What follows belongs to an exercise in optimizing a design on an open flow for small area and a short achievable clock period; a production flow would make more cautious choices. In this exercise RTL edits were held to simulation tests only and were not proved equivalent to the original. Power is estimated from default activity; no workload was simulated.

==> inputs of try-lagoon <==
==> flow/design.v <==
module Val2gen (
    input         m,
    input         I,
    input  [31:0] Val_RM,
    input  [11:0] imm,
    input  [11:0] shift_operand,
    output [31:0] Val2
);
wire [4:0] n   = shift_operand[11:7];
wire [1:0] st  = shift_operand[6:5];
wire       t_lsl = (st == 2'b00);
wire       t_ror = (st == 2'b11);
wire       t_asr = (st == 2'b10);
wire       nm    = ~m;
wire       sh    = nm & ~I;
wire [30:0] hi;
wire [31:0] lo;
genvar i;
generate
    for (i = 0; i < 31; i = i + 1) begin : g_hi
        wire rs = (t_ror & Val_RM[i]) | (t_asr & Val_RM[31]) | (t_lsl & Val_RM[i+1]);
        if (i < 8)
            assign hi[i] = I ? imm[i] : rs;
        else
            assign hi[i] = ~I & rs;
    end
    for (i = 0; i < 32; i = i + 1) begin : g_lo
        if (i < 8)
            assign lo[i] = sh ? (~t_lsl & Val_RM[i]) : imm[i];
        else if (i < 12)
            assign lo[i] = sh ? (~t_lsl & Val_RM[i]) : (m & imm[i]);
        else if (i < 31)
            assign lo[i] = sh & ~t_lsl & Val_RM[i];
        else
            assign lo[i] = sh & (t_lsl ? Val_RM[0] : Val_RM[31]);
    end
endgenerate
wire [4:0] k = {5{nm}} & (I ? {imm[11:8], 1'b0} : (n ^ {5{t_lsl}}));
wire [62:0] s0 = {hi, lo};
wire [46:0] s4 = k[4] ? s0[62:16] : s0[46:0];
wire [38:0] s3 = k[3] ? s4[46:8]  : s4[38:0];
wire [34:0] s2 = k[2] ? s3[38:4]  : s3[34:0];
wire [32:0] s1 = k[1] ? s2[34:2]  : s2[32:0];
assign Val2    = k[0] ? s1[32:1]  : s1[31:0];
endmodule
module ALU (input [3:0] ALU_Comnd,
            input [31:0] Val1, Val2,
            input C,
            output [31:0] ALU_out,
            output [3:0] SR);
wire [3:0] cmd = ALU_Comnd;
wire add   = cmd == 4'b0010;
wire adc   = cmd == 4'b0011;
wire sub   = cmd == 4'b0100;
wire sbc   = cmd == 4'b0101;
wire arith = add | adc | sub | sbc;
wire neg   = sub | sbc;
wire pos   = add | adc;
wire cin   = ((adc | sbc) & C) | sub;
reg [3:0] t;
always @(*) begin
    case (cmd)
    4'b0001: t = 4'b1010;            
    4'b1001: t = 4'b0101;            
    4'b0010, 4'b0011,
    4'b1000: t = 4'b0110;            
    4'b0100, 4'b0101: t = 4'b1001;   
    4'b0110: t = 4'b1000;            
    4'b0111: t = 4'b1110;            
    default: t = 4'b0000;
    endcase
end
wire [31:0] A = Val1, B = Val2;
wire [31:0] X, g, k;
genvar i;
generate
    for (i = 0; i < 32; i = i + 1) begin : g_bit
        assign X[i] = t[{A[i], B[i]}];
        assign g[i] = A[i] & ((B[i] & pos) | (~B[i] & neg));
        assign k[i] = (A[i] & arith) | (B[i] & pos) | (~B[i] & neg);
    end
endgenerate
wire [32:0] c;       
prefix_carry #(.N(32), .TYPE(1)) pc (.g(g), .k(k), .cin(cin), .c(c));
assign ALU_out = X ^ c[31:0];
wire [31:0] zb = ~(X ^ {k[30:0], cin});
wire Z1 = &zb;
wire N1 = ALU_out[31];
wire C1 = c[32] ^ neg;
wire V1 = arith & ~(A[31] ^ B[31] ^ neg) & (A[31] ^ c[31]);
assign SR = {Z1, C1, N1, V1};
endmodule
module prefix_carry #(parameter N = 32, parameter TYPE = 1) (
    input  [N-1:0] g, k,
    input          cin,
    output [N:0]   c
);
localparam L = 5;    
localparam S = 2*L;
wire [N*(S+1)-1:0] G, K;
genvar s, i;
generate
    for (i = 0; i < N; i = i + 1) begin : g_l0
        if (i == 0) begin : g_c
            assign G[0] = g[0] | (k[0] & cin);
            assign K[0] = 1'b0;
        end else begin : g_n
            assign G[i] = g[i];
            assign K[i] = k[i];
        end
    end
    for (s = 1; s <= S; s = s + 1) begin : g_st
        for (i = 0; i < N; i = i + 1) begin : g_b
            localparam integer J =
                (TYPE == 0) ? ((s <= L && i >= (1 << (s-1))) ? i - (1 << (s-1)) : -1) :
                (TYPE == 1) ? ((s <= L && ((i >> (s-1)) & 1)) ? ((i >> (s-1)) << (s-1)) - 1 : -1) :
                (TYPE == 2) ? ((s <= L) ? ((((i + 1) % (1 << s)) == 0) ? i - (1 << (s-1)) : -1)
                                        : ((s < S && ((i + 1) % (1 << (S-s))) == (1 << (S-s-1)) && i >= (1 << (S-s)))
                                              ? i - (1 << (S-s-1)) : -1)) :
                      ((s <= L) ? (((i % 2) == 1 && i >= (1 << (s-1))) ? i - (1 << (s-1)) : -1)
                            : ((s == L+1 && (i % 2) == 0 && i > 0) ? i - 1 : -1));
            if (J >= 0) begin : g_op
                assign G[s*N+i] = G[(s-1)*N+i] | (K[(s-1)*N+i] & G[(s-1)*N+J]);
                assign K[s*N+i] = K[(s-1)*N+i] & K[(s-1)*N+J];
            end else begin : g_pass
                assign G[s*N+i] = G[(s-1)*N+i];
                assign K[s*N+i] = K[(s-1)*N+i];
            end
        end
    end
endgenerate
assign c = {G[S*N +: N], cin};
endmodule
module EXE_stage(
                input [31:0] PC,
                input MEM_R_EN,
                input MEM_W_EN,
                input [3:0] EXE_CMD,
                input S,
                input I,
                input [31:0] Val_RN,
                input [31:0] Val_RM,
                input [11:0] imm,
                input [11:0] shift_operand,
                input signed [23:0] signed_immed_24,
                input [3:0] status,
                output wire [31:0] BranchAddr,
                output [3:0] status_out,
                output wire [31:0] ALU_out
                );
wire [31:0] Val2;
            Val2gen val2gen_instance (
                                      .m(MEM_R_EN|MEM_W_EN),
                                      .I(I),
                                      .Val_RM(Val_RM),
                                      .imm(imm),
                                      .shift_operand(shift_operand),
                                      .Val2(Val2)
                                     );
wire [24:0] ba_lo = {1'b0, PC[25:2]} + {1'b0, signed_immed_24};
wire        ba_c  = ba_lo[24];
wire        ba_s  = signed_immed_24[23];
wire [5:0]  ba_h  = PC[31:26];
wire [5:0]  ba_hi;
genvar j;
generate
    for (j = 0; j < 6; j = j + 1) begin : g_hi
        wire ones  = (j == 0) ? 1'b1 : &ba_h[(j == 0 ? 0 : j-1):0];
        wire zeros = (j == 0) ? 1'b1 : ~|ba_h[(j == 0 ? 0 : j-1):0];
        assign ba_hi[j] = ba_h[j] ^ ((ba_c & ~ba_s & ones) | (~ba_c & ba_s & zeros));
    end
endgenerate
assign BranchAddr = {ba_hi, ba_lo[23:0], PC[1:0]};
            ALU alu_instance(
                             .ALU_Comnd(EXE_CMD),
                             .Val1(Val_RN),
                             .Val2(Val2),
                             .C(status[2]),
                             .ALU_out(ALU_out),
                             .SR(status_out)
                            );
endmodule
module arm_exe (
    input             clk,
    input             rst,
    input      [31:0] PC,
    input             MEM_R_EN,
    input             MEM_W_EN,
    input      [3:0]  EXE_CMD,
    input             I,
    input      [31:0] Val_RN,
    input      [31:0] Val_RM,
    input      [11:0] imm,
    input      [11:0] shift_operand,
    input      [23:0] signed_immed_24,
    input      [3:0]  status,
    output reg [31:0] BranchAddr,
    output reg [3:0]  status_out,
    output reg [31:0] ALU_out
);
wire [31:0] branch_w, alu_w;
wire [3:0]  status_w;
EXE_stage exe (
    .PC(PC), .MEM_R_EN(MEM_R_EN), .MEM_W_EN(MEM_W_EN), .EXE_CMD(EXE_CMD),
    .S(1'b0), .I(I), .Val_RN(Val_RN), .Val_RM(Val_RM), .imm(imm),
    .shift_operand(shift_operand), .signed_immed_24(signed_immed_24),
    .status(status), .BranchAddr(branch_w), .status_out(status_w),
    .ALU_out(alu_w)
);
always @(posedge clk or posedge rst) begin
    if (rst) begin
        BranchAddr <= 32'b0;
        status_out <= 4'b0;
        ALU_out    <= 32'b0;
    end else begin
        BranchAddr <= branch_w;
        status_out <= status_w;
        ALU_out    <= alu_w;
    end
end
endmodule
==> flow/flow/run.sh <==
#!/bin/bash
# Own layout flow: the standard ORFS flow (standard.sh) with two changes:
#  - synthesis maps with the ABC script in flow/abc.script (an area-oriented
#    mapping; OpenROAD's repair steps buffer and size the netlist later),
#  - the port buffers that global placement inserts are buf_1 cells.
# Everything else (synthesis script, floorplan, power grid, tap cells,
# placement, CTS, routing) is the standard flow. Each tool's output goes
# to the ORFS logs under orfs/logs; make's own output to flow_make.log.
set -euo pipefail
W=$(pwd)
rm -rf "$W/own_scripts"
cp -r "$FLOW_HOME/scripts" "$W/own_scripts"
cp "$W/flow/abc.script" "$W/own_scripts/abc_area.script"
export SCRIPTS_DIR="$W/own_scripts"
export BUFFER_PORTS_ARGS="-buffer_cell sky130_fd_sc_hd__buf_1"
bash "$W/standard.sh" > "$W/flow_make.log" 2>&1
==> flow/flow/abc.script <==
strash
dch
map -D 4000
buffer -c
upsize -c
dnsize -c
==> flow/standard.sh <==
#!/bin/bash
# synth_recipe.tcl (not shown) runs the flow's synth.tcl, then flattens the netlist and writes it again
# the make line also repeats each setting of config.mk as NAME=value (left out here)
make -C /OpenROAD-flow-scripts/flow DESIGN_CONFIG=/design/flow/config.mk WORK_HOME=/design/flow/orfs CLKGATE_MAP_FILE= SYNTH_SCRIPT=/design/flow/synth_recipe.tcl "${@:-finish}"
==> flow/config.mk <==
export PLATFORM = sky130hd
export DESIGN_NAME = arm_exe
export DESIGN_NICKNAME = arm_exe
export VERILOG_FILES = /design/flow/design.v
export SDC_FILE = /design/flow/constraint.sdc
export NUM_CORES = 4
export LEC_CHECK = 0
export ABC_AREA = 1
export CAP_MARGIN = 20
export CORE_MARGIN = 2
export CORE_UTILIZATION = 40
export CTS_BUF_LIST = sky130_fd_sc_hd__clkbuf_4
export CTS_CLUSTER_SIZE = 25
export PLACE_DENSITY = 0.6
export SETUP_SLACK_MARGIN = 3.6
export SLEW_MARGIN = 20
==> flow/constraint.sdc <==
create_clock -name core_clock -period 10.0 [get_ports {clk}]
set_input_delay 2.0000 -clock core_clock [delete_from_list [all_inputs] [get_ports {clk}]]
set_output_delay 2.0000 -clock core_clock [all_outputs]
set_load 0.01 [all_outputs]
==> try-quartz: changes against try-lagoon <==
==> flow/flow/run.sh (replaced) <==
#!/bin/bash
# Own layout flow: the standard ORFS flow (standard.sh) with these changes:
#  - synthesis maps with the ABC script in flow/abc.script (map with a
#    3.5 ns delay target and area recovery, in place of ORFS's own scripts),
#  - the port buffers that global placement inserts are buf_1 cells,
#  - clock tree synthesis uses small buffers and no dummy loads.
# Everything else (synthesis script, floorplan, power grid, tap cells,
# placement, CTS, routing) is the standard flow. Each tool's output goes
# to the ORFS logs under orfs/logs; make's own output to flow_make.log.
set -euo pipefail
W=$(pwd)
rm -rf "$W/own_scripts"
cp -r "$FLOW_HOME/scripts" "$W/own_scripts"
cp "$W/flow/abc.script" "$W/own_scripts/abc_area.script"
export SCRIPTS_DIR="$W/own_scripts"
export BUFFER_PORTS_ARGS="-buffer_cell sky130_fd_sc_hd__buf_1"
# clock tree of clkbuf_4 and clkbuf_8 cells, and
# no dummy loads
export CTS_ARGS="-sink_clustering_enable -repair_clock_nets -buf_list \"sky130_fd_sc_hd__clkbuf_4 sky130_fd_sc_hd__clkbuf_8\" -dont_use_dummy_load"
bash "$W/standard.sh" > "$W/flow_make.log" 2>&1
==> flow/flow/abc.script (replaced) <==
strash
dch
map -D 3500
buffer -c
upsize -c
dnsize -c
Settings changed: CORE_UTILIZATION 40 to 50, CTS_BUF_LIST sky130_fd_sc_hd__clkbuf_4 to default, CTS_CLUSTER_SIZE 25 to default, PLACE_DENSITY 0.6 to 0.7, SETUP_SLACK_MARGIN 3.6 to 3.8, TNS_END_PERCENT from default to 10.
==> try-pepper: changes against try-lagoon <==
==> flow/flow/abc.script (replaced) <==
strash
dch
map -D 4000
Settings changed: CTS_BUF_LIST sky130_fd_sc_hd__clkbuf_4 to sky130_fd_sc_hd__clkbuf_4 sky130_fd_sc_hd__clkbuf_8, CTS_CLUSTER_SIZE 25 to default.
==> comparison table <==
                                                                          try-pepper               try-lagoon               try-quartz
Period minus WS final                                                        6.10 ns                  6.14 ns                  5.91 ns
Number of combinational gates with multiple inputs                              1147                     1143                     1147
Area fraction in compound gates after synthesis                                33.5%                    33.3%                    33.1%
Critical path required time                                                 10.29 ns                 10.32 ns                 10.24 ns
Worst min-delay path endpoint                                BranchAddr[0]$_DFF_PP0_                        -  BranchAddr[1]$_DFF_PP0_
Sum of routed wire length over all layers                                    30.4 mm                  30.1 mm                  29.5 mm
FMAX                                                                       0.164 GHz                0.163 GHz                0.169 GHz
Setup repair after global routing missed its margin                              yes                       no                       no
Clock-net power                                                             0.238 mW                 0.236 mW                 0.180 mW
Signal buffers                                                                   255                      231                      238
Data arrival time of the worst path                                          6.39 ns                  6.46 ns                  6.15 ns
Part of the total power dissipated in combinational logic                      52.1%                    51.3%                    54.1%
Gr usage total                                                                 27.0%                    24.7%                    30.4%
Count of buffers added by post-CTS timing repair for setup                        13                        0                        3
Estimated wirelength of the detail-placed design                             22.1 mm                  23.0 mm                  22.5 mm
Number of instances on the worst hold path                                         1                        -                        1
Ratio of total power to cell area                                        114 nW/um^2              117 nW/um^2              112 nW/um^2
Non-clock buffer contribution to total cell area                               11.3%                    9.49%                    9.88%
Power share of the sequential group                                            28.1%                    28.6%                    30.0%
Run status                                                   complete, no violations  complete, no violations  complete, no violations
Synthesized-area fraction occupied by and/or/nand/nor cells                    25.0%                    24.0%                    24.2%
Proportion of synthesized area in mux cells                                   0.259%                   0.239%                   0.127%
Adder-Cell Fraction of Synth Area                                              4.33%                    4.01%                    4.01%
Met2 layer wire length in the routed design                                  14.1 mm                  13.8 mm                  13.3 mm
Antenna violations before repair                                                   0                        1                        0

afterwards: timing with drivers on the ports:
The flow's constraints put no driver on any port. The routed layouts listed below were extracted and timed again, unchanged, in two steps. Step 1 assumes that a clkbuf_16 drives the clock port and a buf_2 every other input. Step 2, shift: input delay + t, output delay - t, t = (earliest + latest rising clock arrival at the registers) / 2. This alone moves slack from input paths to output paths. Slacks: ideal ports / drivers / drivers and shift; pairs: ideal ports / drivers.
run	shift t [ns]	setup slack, ns	hold slack, ns	clock arrival spread, ns	worst slew at a driven data input, ns
try-lagoon	0.485	3.858 / 3.878 / 3.393	1.452 / 1.431 / 1.916	0.010 / 0.010	0.07
try-quartz	0.404	4.092 / 4.104 / 3.700	1.733 / 1.714 / 2.118	0.038 / 0.037	0.07
try-pepper	0.399	3.899 / 3.918 / 3.519	1.732 / 1.722 / 2.121	0.025 / 0.025	0.08
After both steps every run listed still meets setup and hold. For try-lagoon, which loses most, drivers alone change the setup slack by +0.020 ns; drivers and shift together by -0.465 ns.
